Context: an optimization exercise on an open-source flow, tuned for small area. The choices shown serve that exercise and are no tape-out recipe. Only simulation tests tie the RTL to the original design; equivalence was not proved.

==> inputs of wip/juniper <==
Design CONTROLLER, start of the top module:
module CONTROLLER(
input CONTROLLER_Reset,
input CONTROLLER_Clock,
output [11:0]rom_addr,
output rom_rd,
input [7:0]rom_data,
output [7:0]P0,
output [7:0]P1,
output [7:0]P2,
output [7:0]P3,
output [7:0]SP,
output [7:0]A,
output [15:0]PC,
output [7:0]PSW,
output [1:0]Current_Phase,
output [3:0]Current_State
);
==> module ram_nor2, before the edit <==
module ram_nor2 (input a, b, output y);
assign y = ~(a | b);
endmodule
==> module RAM, before the edit <==
module RAM (
    input clk,
    input rst,
    input rd,
    input wr,
    input is_bit_addr,
    input in_bit_data,
    input [7:0] in_data,
    input [7:0] addr,
    output reg out_bit_data,
    output reg [7:0] out_data
);
wire [6:0] baddr = is_bit_addr ? {3'b010, addr[6:3]} : addr[6:0];
wire wen = wr && !rd && !addr[7];
wire [15:0] hin = ~({16{rst}} | (16'd1 << baddr[6:3]));
wire [7:0] lon = ~({8{rst}} | (8'd1 << baddr[2:0]));
wire [127:0] sel, rsel;
wire [1023:0] q;
wire [7:0] rbyte;
wire [7:0] bsel = 8'd1 << addr[2:0];
wire [7:0] wbyte = is_bit_addr ? ((rbyte & ~bsel) | ({8{in_bit_data}} & bsel)) : in_data;
wire [7:0] d = rst ? 8'h04 : (wen ? wbyte : rbyte);
genvar g, b;
generate
for (g = 0; g < 128; g = g + 1) begin : word
    ram_nor2 uw (.a(hin[g >> 3]), .b(lon[g & 7]), .y(sel[g]));
    ram_nor2 ur (.a(hin[g >> 3]), .b(lon[g & 7]), .y(rsel[g]));
    reg [7:0] r;
    always @(posedge clk) if (sel[g]) r <= d;
    assign q[g*8 +: 8] = r;
end
endgenerate
generate
for (b = 0; b < 8; b = b + 1) begin : rd_bit
    wire [127:0] col;
    for (g = 0; g < 128; g = g + 1) begin : c
        assign col[g] = q[g*8+b];
    end
    ram_rdbit u (.sel(rsel), .d(col), .y(rbyte[b]));
end
endgenerate
always @(posedge clk) begin
    if (rst) begin
        out_data <= 8'h00;
        out_bit_data <= 1'b0;
    end
    else if (rd && !addr[7]) begin
        if (is_bit_addr) out_bit_data <= rbyte[addr[2:0]];
        else out_data <= rbyte;
    end
end
endmodule
Settings: LEC_CHECK=0, CAP_MARGIN=20, CORE_MARGIN=2, CORE_UTILIZATION=70, PLACE_DENSITY=0.8, SLEW_MARGIN=20, SYNTH_HIERARCHICAL=1; clock period 20.0 ns.
standard.sh (not shown) runs the stock make flow with config.mk's settings and CLKGATE_MAP_FILE= SYNTH_SCRIPT=/design/flow/synth_recipe.tcl, a recipe that flattens the netlist after the stock synthesis.
==> flow/flow/run.sh <==
#!/bin/bash
# The standard layout flow (standard.sh, unchanged synthesis), with two settings changed:
#  - the port buffers that global placement inserts are sky130_fd_sc_hd__buf_1
#    (every input and output port still gets its own buffer);
#  - clock tree synthesis clusters at most 10 sinks within 40 um per clkbuf_4 leaf
#    buffer, and inserts no dummy loads.
set -o pipefail
export BUFFER_PORTS_ARGS="-buffer_cell sky130_fd_sc_hd__buf_1"
export CTS_ARGS="-sink_clustering_enable -repair_clock_nets -sink_clustering_size 10 -sink_clustering_max_diameter 40 -buf_list sky130_fd_sc_hd__clkbuf_4 -dont_use_dummy_load"
bash standard.sh > standard_flow.log 2>&1
status=$?
tail -20 standard_flow.log
exit $status
==> wip/yarrow: changes against wip/juniper <==
--- a/flow/design.v
+++ b/flow/design.v
@@ -13,12 +13,18 @@
 assign t[42] = ~((sel[126] & d[126]) | (sel[127] & d[127]));
 assign y = ~&t;
 endmodule
 module ram_nor2 (input a, b, output y);
 assign y = ~(a | b);
 endmodule
+module ram_nand2 (input a, b, output y);
+assign y = ~(a & b);
+endmodule
+module ram_cell (input clk, input en, input enn, input d, output reg q);
+always @(posedge clk) q <= (q | en) & (d | enn);
+endmodule
 module RAM (
     input clk,
     input rst,
     input rd,
     input wr,
     input is_bit_addr,
@@ -27,28 +33,31 @@
     input [7:0] addr,
     output reg out_bit_data,
     output reg [7:0] out_data
 );
 wire [6:0] baddr = is_bit_addr ? {3'b010, addr[6:3]} : addr[6:0];
 wire wen = wr && !rd && !addr[7];
-wire [15:0] hin = ~({16{rst}} | (16'd1 << baddr[6:3]));
-wire [7:0] lon = ~({8{rst}} | (8'd1 << baddr[2:0]));
-wire [127:0] sel, rsel;
+wire [15:0] hi = {16{rst}} | (16'd1 << baddr[6:3]);
+wire [7:0] lo = {8{rst}} | (8'd1 << baddr[2:0]);
+wire [15:0] hin = ~hi;
+wire [7:0] lon = ~lo;
+wire [127:0] sel, seln, rsel;
 wire [1023:0] q;
 wire [7:0] rbyte;
 wire [7:0] bsel = 8'd1 << addr[2:0];
 wire [7:0] wbyte = is_bit_addr ? ((rbyte & ~bsel) | ({8{in_bit_data}} & bsel)) : in_data;
 wire [7:0] d = rst ? 8'h04 : (wen ? wbyte : rbyte);
 genvar g, b;
 generate
 for (g = 0; g < 128; g = g + 1) begin : word
     ram_nor2 uw (.a(hin[g >> 3]), .b(lon[g & 7]), .y(sel[g]));
+    ram_nand2 un (.a(hi[g >> 3]), .b(lo[g & 7]), .y(seln[g]));
     ram_nor2 ur (.a(hin[g >> 3]), .b(lon[g & 7]), .y(rsel[g]));
-    reg [7:0] r;
-    always @(posedge clk) if (sel[g]) r <= d;
-    assign q[g*8 +: 8] = r;
+    for (b = 0; b < 8; b = b + 1) begin : bt
+        ram_cell u (.clk(clk), .en(sel[g]), .enn(seln[g]), .d(d[b]), .q(q[g*8+b]));
+    end
 end
 endgenerate
 generate
 for (b = 0; b < 8; b = b + 1) begin : rd_bit
     wire [127:0] col;
     for (g = 0; g < 128; g = g + 1) begin : c
@@ -89,13 +98,12 @@
            IES4=4'd8, IES6=4'd10, CJNE1=4'd15;
 reg ph2;                  
 reg [3:0] st;
 reg [11:0] pc;
 reg [7:0] acc, sp;
 reg cy, ac;
-reg p0, p1, p2, p3;
 reg [7:0] opc;            
 reg [11:0] pct;           
 reg int_f;                
 reg anu;                  
 reg pcy;                  
 reg rd_q, wr_q, isb_q, inb_q;
@@ -104,12 +112,16 @@
 reg rr_q;
 reg [7:0] rom_q;
 wire [7:0] od;
 wire ob;
 assign rom_addr = ra_q;
 assign rom_rd = rr_q;
+wire p0 = ph2 | (st != 4'd0);
+wire p1 = ph2 | (st >= 4'd2);
+wire p2 = ph2 | (st >= 4'd3);
+wire p3 = ph2 | (st >= 4'd4);
 assign P0 = {8{p0}};
 assign P1 = {8{p1}};
 assign P2 = {8{p2}};
 assign P3 = {8{p3}};
 assign SP = sp;
 assign A = acc;
@@ -226,36 +238,12 @@
 c34 = o == 8'h23 || o == 8'h03 || o == 8'h33 || o == 8'h13;
 endfunction
 function c36;
 input [7:0] o;
 c36 = o == 8'h93;
 endfunction
-wire d1 = c1(rom_q);
-wire d2 = c2(rom_q);
-wire d3 = c3(rom_q);
-wire d4 = c4(rom_q);
-wire d5 = c5(rom_q);
-wire d6 = c6(rom_q);
-wire d7 = c7(rom_q);
-wire d8 = c8(rom_q);
-wire d9 = c9(rom_q);
-wire d10 = c10(rom_q);
-wire d11 = c11(rom_q);
-wire d12 = c12(rom_q);
-wire d13 = c13(rom_q);
-wire d14 = c14(rom_q);
-wire d15 = c15(rom_q);
-wire d16 = c16(rom_q);
-wire d17 = c17(rom_q);
-wire d18 = c18(rom_q);
-wire d19 = c19(rom_q);
-wire d20 = c20(rom_q);
-wire d21 = c21(rom_q);
-wire d28 = c28(rom_q);
-wire d34 = c34(rom_q);
-wire d36 = c36(rom_q);
 wire k1 = c1(opc);
 wire k2 = c2(opc);
 wire k3 = c3(opc);
 wire k4 = c4(opc);
 wire k5 = c5(opc);
 wire k6 = c6(opc);
@@ -348,25 +336,25 @@
 wire op_nf  = s_es4 | s_pc2 | (s_gen & (e_f1 | e_f2));
 wire [2:0] aop = op_add ? 3'd1 : op_sub ? 3'd2 : op_and ? 3'd3 : op_xor ? 3'd4 : op_or ? 3'd5 : op_nf ? 3'd6 : 3'd0;
 reg [7:0] dres;
 reg dcy, dax;
 wire a_sub = (aop == 3'd2);
 wire [7:0] ty = a_sub ? ~ay : ay;
-wire c0 = a_sub ? 1'b1 : acin;
+wire c0 = a_sub ^ acin;
 wire [4:0] lo5 = ax[3:0] + ty[3:0] + c0;
 wire [4:0] hi5 = ax[7:4] + ty[7:4] + lo5[4];
 wire [7:0] sum = {hi5[3:0], lo5[3:0]};
 always @(*) begin
     dres = 8'h00; dcy = 1'b0; dax = 1'b0;
     case (aop)
         3'd1: begin dres = sum; dcy = hi5[4]; dax = lo5[4]; end
         3'd6: dres = sum;
         3'd2: begin
-            dres = sum - acin;
-            dcy = hi5[4] & (ay != 8'h00);
-            dax = lo5[4] & (ay[3:0] != 4'h0);
+            dres = sum;
+            dcy = (hi5[4] | (acin & (&sum))) & (ay != 8'h00);
+            dax = (lo5[4] | (acin & (&sum[3:0]))) & (ay[3:0] != 4'h0);
         end
         3'd3: dres = ax & ay;
         3'd4: dres = ax ^ ay;
         3'd5: dres = ax | ay;
         default: ;
     endcase
@@ -381,13 +369,13 @@
 wire t_cj1 = ph2 & (st == CJNE1);
 wire o_calls = (opc == 8'h12) | (k2 & opc[4]);       
 wire o_inci = (opc[7:1] == 7'b0000011);
 wire o_c0fam = (opc[7:3] == 5'b11000);
 wire [7:0] sp1 = sp + 8'h01;
 wire [7:0] opc3 = {5'b0, opc[2:0]};
-wire [7:0] ad2 = d3 ? 8'h03 : (rom_q[3] ? {5'b0, rom_q[2:0]} : {7'b0, rom_q[0]});
+wire [7:0] ad2 = k3 ? 8'h03 : (opc[3] ? {5'b0, opc[2:0]} : {7'b0, opc[0]});
 wire e5a = t_es5 & anu;
 wire e5n = t_es5 & !anu & o_ann;
 wire e5d = t_es5 & !anu & !o_ann & o_danu;
 wire e5r = t_es5 & !anu & !o_ann & !o_danu & !o_call;    
 wire a_es2 = t_es2;
 wire a_rom = (t_ies4 & o_rn) | e5d;
@@ -423,13 +411,13 @@
 wire r_sum = t_es0 | t_es2 | (t_es4 & k1);
 wire [11:0] ra_n = r_sum ? pc_sum : ra_q;
 wire e4_clr = (opc[7:3] == 5'b00101) | (opc[7:1] == 7'b0010011) | (opc == 8'h25) | (opc == 8'hE5) |
               (opc[7:3] == 5'b11101) | (opc == 8'h24) | (opc == 8'h74) |
               (opc[7:3] == 5'b00001) | (opc[7:3] == 5'b00011) | o_inci;    
 wire e4_xch = (opc[7:3] == 5'b11001);
-wire u_zero = t_es2 & d15;
+wire u_zero = t_es2 & k15;
 wire u_od = t_es4 & e4_xch;
 wire u_hold = !(u_zero | u_od | e5r);
 wire [7:0] acc_n = ({8{u_od}} & od) | ({8{e5r}} & dres) | ({8{u_hold}} & acc);
 reg cy4;         
 always @(*) begin
     cy4 = cy;
@@ -437,42 +425,42 @@
     else if (opc == 8'h82) cy4 = cy ^ ob;
     else if (opc == 8'h72) cy4 = cy | ob;
     else if (opc == 8'hA2) cy4 = ob;
     else if (opc == 8'hA0) cy4 = cy | ~ob;
     else if (opc == 8'hB0) cy4 = cy ^ ~ob;
 end
-wire cy_n = (t_es2 & d16) ? rom_q[5] : t_es4 ? cy4 : e5r ? dcy : cy;
+wire cy_n = (t_es2 & k16) ? opc[5] : t_es4 ? cy4 : e5r ? dcy : cy;
 wire ac_n = e5r ? dax : ac;
-wire pcy_n = (t_es2 & (rom_q == 8'h33 || rom_q == 8'h13)) ? cy : t_es4 ? cy4 : pcy;
-wire [7:0] opc_n = t_es2 ? rom_q : opc;
+wire pcy_n = (t_es2 & (opc == 8'h33 || opc == 8'h13)) ? cy : t_es4 ? cy4 : pcy;
 wire t_es1 = ph2 & (st == ES1);
+wire [7:0] opc_n = t_es1 ? rom_data : opc;
 wire t_ies6 = ph2 & (st == IES6);
 wire t_es7 = ph2 & (st == ES7);
 wire t_cs0 = !ph2;
 wire i4_w = (opc == 8'hC2) | (opc == 8'h92) | k20;      
 wire e4_bit = (opc == 8'h82) | (opc == 8'h72) | (opc == 8'hA2) | (opc == 8'hA0) | (opc == 8'hB0);
-wire d_es3 = d3 | d4 | d12 | d5 | d8 | d9 | d6 | d13 | d20 | d7 | d14 | d11 | d18 | d19;
-wire d_es6 = d10 | d15 | d16 | d17 | d34;
-wire d_jmp = (rom_q == 8'h30 && !ob) || (rom_q == 8'h40 && cy) || (rom_q == 8'h50 && !cy) ||
-             (rom_q == 8'h70 && acc != 8'h00) || (rom_q == 8'h60 && acc == 8'h00) || rom_q == 8'h80;
-wire d_rd = d3 | d4 | d12 | d6 | d13 | d20 | d11 | d18 | d19;
-wire d_rr = d1 | d2 | d3 | d5 | d8 | d9 | d7 | d14 | d11 | d18 | d19;
+wire d_es3 = k3 | k4 | k12 | k5 | k8 | k9 | k6 | k13 | k20 | k7 | k14 | k11 | k18 | k19;
+wire d_es6 = k10 | k15 | k16 | k17 | k34;
+wire d_jmp = (opc == 8'h30 && !ob) || (opc == 8'h40 && cy) || (opc == 8'h50 && !cy) ||
+             (opc == 8'h70 && acc != 8'h00) || (opc == 8'h60 && acc == 8'h00) || opc == 8'h80;
+wire d_rd = k3 | k4 | k12 | k6 | k13 | k20 | k11 | k18 | k19;
+wire d_rr = k1 | k2 | k3 | k5 | k8 | k9 | k7 | k14 | k11 | k18 | k19;
 reg [3:0] st_n;
 reg ph2_n;
 always @(*) begin
     ph2_n = ph2;
     st_n = st;
     if (!ph2) begin
         if (st == 4'd5) begin st_n = ES0; ph2_n = 1'b1; end
         else st_n = st + 4'd1;
     end
     else case (st)
         ES0: st_n = ES1;
         ES1: st_n = ES2;
-        ES2: st_n = (d1 | d2) ? IES6 : d_es3 ? ES3 : d_es6 ? ES6 : d21 ? ES5 : d28 ? (d_jmp ? CJNE1 : ES6) :
-                    d36 ? ES2 : ES0;
+        ES2: st_n = (k1 | k2) ? IES6 : d_es3 ? ES3 : d_es6 ? ES6 : k21 ? ES5 : k28 ? (d_jmp ? CJNE1 : ES6) :
+                    k36 ? ES2 : ES0;
         ES3: st_n = int_f ? IES4 : o_ann ? (o_rn ? IES4 : ES5) : ES4;
         IES4: st_n = i4_w ? ES6 : IES6;
         IES6: st_n = o_ann ? ES5 : ES4;
         ES4: st_n = k19 ? ES7 : e4_bit ? ES6 : ES5;
         ES5, CJNE1: st_n = ES6;
         ES6: st_n = ES7;
@@ -480,39 +468,33 @@
         default: ;
     endcase
 end
 wire rd_set = (t_es2 & d_rd) | (t_ies4 & !i4_w);
 wire rd_clr = (t_ies4 & i4_w) | (t_es4 & !(o_call | k19)) | e5n | t_es7;
 wire rd_n = rd_set | (rd_q & !rd_clr);
-wire wr_set = (t_es2 & d10) | (t_ies4 & i4_w) | (t_es4 & (k19 | o_calls)) | e5a | e5n | e5d;
+wire wr_set = (t_es2 & k10) | (t_ies4 & i4_w) | (t_es4 & (k19 | o_calls)) | e5a | e5n | e5d;
 wire wr_n = wr_set | (wr_q & !t_es7);
-wire isb_n = (t_es2 & d3) | (t_ies4 & k14) | (isb_q & !t_es7);
+wire isb_n = (t_es2 & k3) | (t_ies4 & k14) | (isb_q & !t_es7);
 wire inb_n = (t_ies4 & ((opc == 8'hC2) | (opc == 8'h92))) ? ((opc == 8'h92) & cy) : inb_q;
 wire rr_set = t_es0 | t_es1 | (t_es2 & d_rr) | (t_es4 & k1);
 wire rr_clr = (t_es2 & !d_rr) | (t_es4 & !k1 & !k19) | e5n | t_es7;
 wire rr_n = rr_set | (rr_q & !rr_clr);
-wire int_n = (t_es2 & (d6 | d13 | d20 | d7 | d14 | d18 | d19)) |
-             (int_f & !(t_es2 & (d4 | d12 | d5 | d8 | d9 | d11)));
+wire int_n = (t_es2 & (k6 | k13 | k20 | k7 | k14 | k18 | k19)) |
+             (int_f & !(t_es2 & (k4 | k12 | k5 | k8 | k9 | k11)));
 wire e4_anu1 = o_push | (opc[7:3] == 5'b00001) | (opc[7:3] == 5'b00011) | o_inci | e4_xch;
 wire e4_anuk = k19 | k1 | k2 | e4_bit | (opc == 8'h55) | (opc[7:1] == 7'b1110011);
 wire anu_n = t_es4 ? (e4_anu1 | (e4_anuk & anu)) : anu;
-wire p0_n = p0 | (t_cs0 & (st == 4'd0));
-wire p1_n = p1 | (t_cs0 & (st == 4'd1));
-wire p2_n = p2 | (t_cs0 & (st == 4'd2));
-wire p3_n = p3 | (t_cs0 & (st == 4'd3));
 always @(posedge CONTROLLER_Clock) begin
     if (CONTROLLER_Reset) begin
         ph2 <= 1'b0; st <= 4'd0; pc <= 12'h000; acc <= 8'h00; sp <= 8'h00; cy <= 1'b0; ac <= 1'b0;
-        p0 <= 1'b0; p1 <= 1'b0; p2 <= 1'b0; p3 <= 1'b0;
         opc <= 8'h00; pct <= 12'h000; int_f <= 1'b0; anu <= 1'b0; pcy <= 1'b0;
         rd_q <= 1'b0; wr_q <= 1'b0; isb_q <= 1'b0; inb_q <= 1'b0; ind_q <= 8'h00; ad_q <= 8'h00;
         ra_q <= 12'h000; rr_q <= 1'b0;
     end
     else begin
         ph2 <= ph2_n; st <= st_n; pc <= pc_n; acc <= acc_n; sp <= sp_n; cy <= cy_n; ac <= ac_n;
-        p0 <= p0_n; p1 <= p1_n; p2 <= p2_n; p3 <= p3_n;
         opc <= opc_n; pct <= pct_n; int_f <= int_n; anu <= anu_n; pcy <= pcy_n;
         rd_q <= rd_n; wr_q <= wr_n; isb_q <= isb_n; inb_q <= inb_n; ind_q <= ind_n; ad_q <= ad_n;
         ra_q <= ra_n; rr_q <= rr_n;
     end
 end
 endmodule
==> flow/flow/run.sh (replaced) <==
#!/bin/bash
# The standard layout flow (standard.sh, unchanged synthesis), with two settings changed:
#  - the port buffers that global placement inserts are sky130_fd_sc_hd__buf_1
#    (every input and output port still gets its own buffer);
#  - clock tree synthesis clusters at most 8 sinks within 30 um per clkbuf_4 leaf
#    buffer, and inserts no dummy loads.
set -o pipefail
export BUFFER_PORTS_ARGS="-buffer_cell sky130_fd_sc_hd__buf_1"
export CTS_ARGS="-sink_clustering_enable -repair_clock_nets -sink_clustering_size 8 -sink_clustering_max_diameter 30 -buf_list sky130_fd_sc_hd__clkbuf_4 -dont_use_dummy_load"
bash standard.sh > standard_flow.log 2>&1
status=$?
tail -20 standard_flow.log
exit $status
==> wip/onyx: changes against wip/juniper <==
--- a/flow/design.v
+++ b/flow/design.v
@@ -10,15 +10,12 @@
     ram_aoi222 u (.a1(sel[3*k]), .a2(d[3*k]), .b1(sel[3*k+1]), .b2(d[3*k+1]), .c1(sel[3*k+2]), .c2(d[3*k+2]), .y(t[k]));
 end
 endgenerate
 assign t[42] = ~((sel[126] & d[126]) | (sel[127] & d[127]));
 assign y = ~&t;
 endmodule
-module ram_nor2 (input a, b, output y);
-assign y = ~(a | b);
-endmodule
 module RAM (
     input clk,
     input rst,
     input rd,
     input wr,
     input is_bit_addr,
@@ -27,37 +24,36 @@
     input [7:0] addr,
     output reg out_bit_data,
     output reg [7:0] out_data
 );
 wire [6:0] baddr = is_bit_addr ? {3'b010, addr[6:3]} : addr[6:0];
 wire wen = wr && !rd && !addr[7];
-wire [15:0] hin = ~({16{rst}} | (16'd1 << baddr[6:3]));
-wire [7:0] lon = ~({8{rst}} | (8'd1 << baddr[2:0]));
-wire [127:0] sel, rsel;
+wire [15:0] hi = {16{rst}} | (16'd1 << baddr[6:3]);
+wire [7:0] lo = {8{rst}} | (8'd1 << baddr[2:0]);
+wire [127:0] sel;
 wire [1023:0] q;
 wire [7:0] rbyte;
 wire [7:0] bsel = 8'd1 << addr[2:0];
 wire [7:0] wbyte = is_bit_addr ? ((rbyte & ~bsel) | ({8{in_bit_data}} & bsel)) : in_data;
 wire [7:0] d = rst ? 8'h04 : (wen ? wbyte : rbyte);
 genvar g, b;
 generate
 for (g = 0; g < 128; g = g + 1) begin : word
-    ram_nor2 uw (.a(hin[g >> 3]), .b(lon[g & 7]), .y(sel[g]));
-    ram_nor2 ur (.a(hin[g >> 3]), .b(lon[g & 7]), .y(rsel[g]));
+    assign sel[g] = hi[g >> 3] & lo[g & 7];
     reg [7:0] r;
     always @(posedge clk) if (sel[g]) r <= d;
     assign q[g*8 +: 8] = r;
 end
 endgenerate
 generate
 for (b = 0; b < 8; b = b + 1) begin : rd_bit
     wire [127:0] col;
     for (g = 0; g < 128; g = g + 1) begin : c
         assign col[g] = q[g*8+b];
     end
-    ram_rdbit u (.sel(rsel), .d(col), .y(rbyte[b]));
+    ram_rdbit u (.sel(sel), .d(col), .y(rbyte[b]));
 end
 endgenerate
 always @(posedge clk) begin
     if (rst) begin
         out_data <= 8'h00;
         out_bit_data <= 1'b0;
- CORE_UTILIZATION: 70 -> 60
- PLACE_DENSITY: 0.8 -> 0.7
==> comparison <==
- Cell count, highest first: wip/yarrow, wip/onyx, wip/juniper.
- Critical path depth: wip/onyx < wip/juniper < wip/yarrow.
- Synthesized cell count: wip/onyx < wip/juniper < wip/yarrow.
- Wire length: wip/onyx < wip/juniper < wip/yarrow.
- The lowest sequential share of layout area belongs to wip/yarrow, the highest to wip/juniper.
- The highest design area belongs to wip/onyx, the lowest to wip/yarrow.
- Register-to-register slack, highest first: wip/yarrow, wip/onyx, wip/juniper.

re-timing with driven ports:
Ports are ideal in the flow. The routed layouts listed here were re-timed in OpenROAD. Step 1 (the two cells are an assumption about what drives the block):
set clk [get_ports {CONTROLLER_Clock}]
set_driving_cell -lib_cell sky130_fd_sc_hd__clkbuf_16 $clk
set_driving_cell -lib_cell sky130_fd_sc_hd__buf_2 [delete_from_list [all_inputs] $clk]
Step 2 also shifts input and output timing later by t, the mid clock arrival at the registers, as if the neighbouring blocks saw the same clock. a / b / c = no drivers / after step 1 / after step 2; a / b = the first two.
| run | t, ns | slack for setup (ns) | worst setup path at the end | cell pins on the clock port's net |
|---|---|---|---|---|
| wip/juniper | 1.012 | 10.592 / 10.630 / 9.618 | input to register | 1 |
| wip/yarrow | 1.114 | 11.012 / 11.056 / 9.942 | input to register | 1 |
| wip/onyx | 1.040 | 11.380 / 11.373 / 10.334 | input to register | 1 |
After both steps every run listed still meets setup and hold. For wip/yarrow, which loses most, drivers alone change the setup slack by +0.044 ns; drivers and shift together by -1.070 ns.
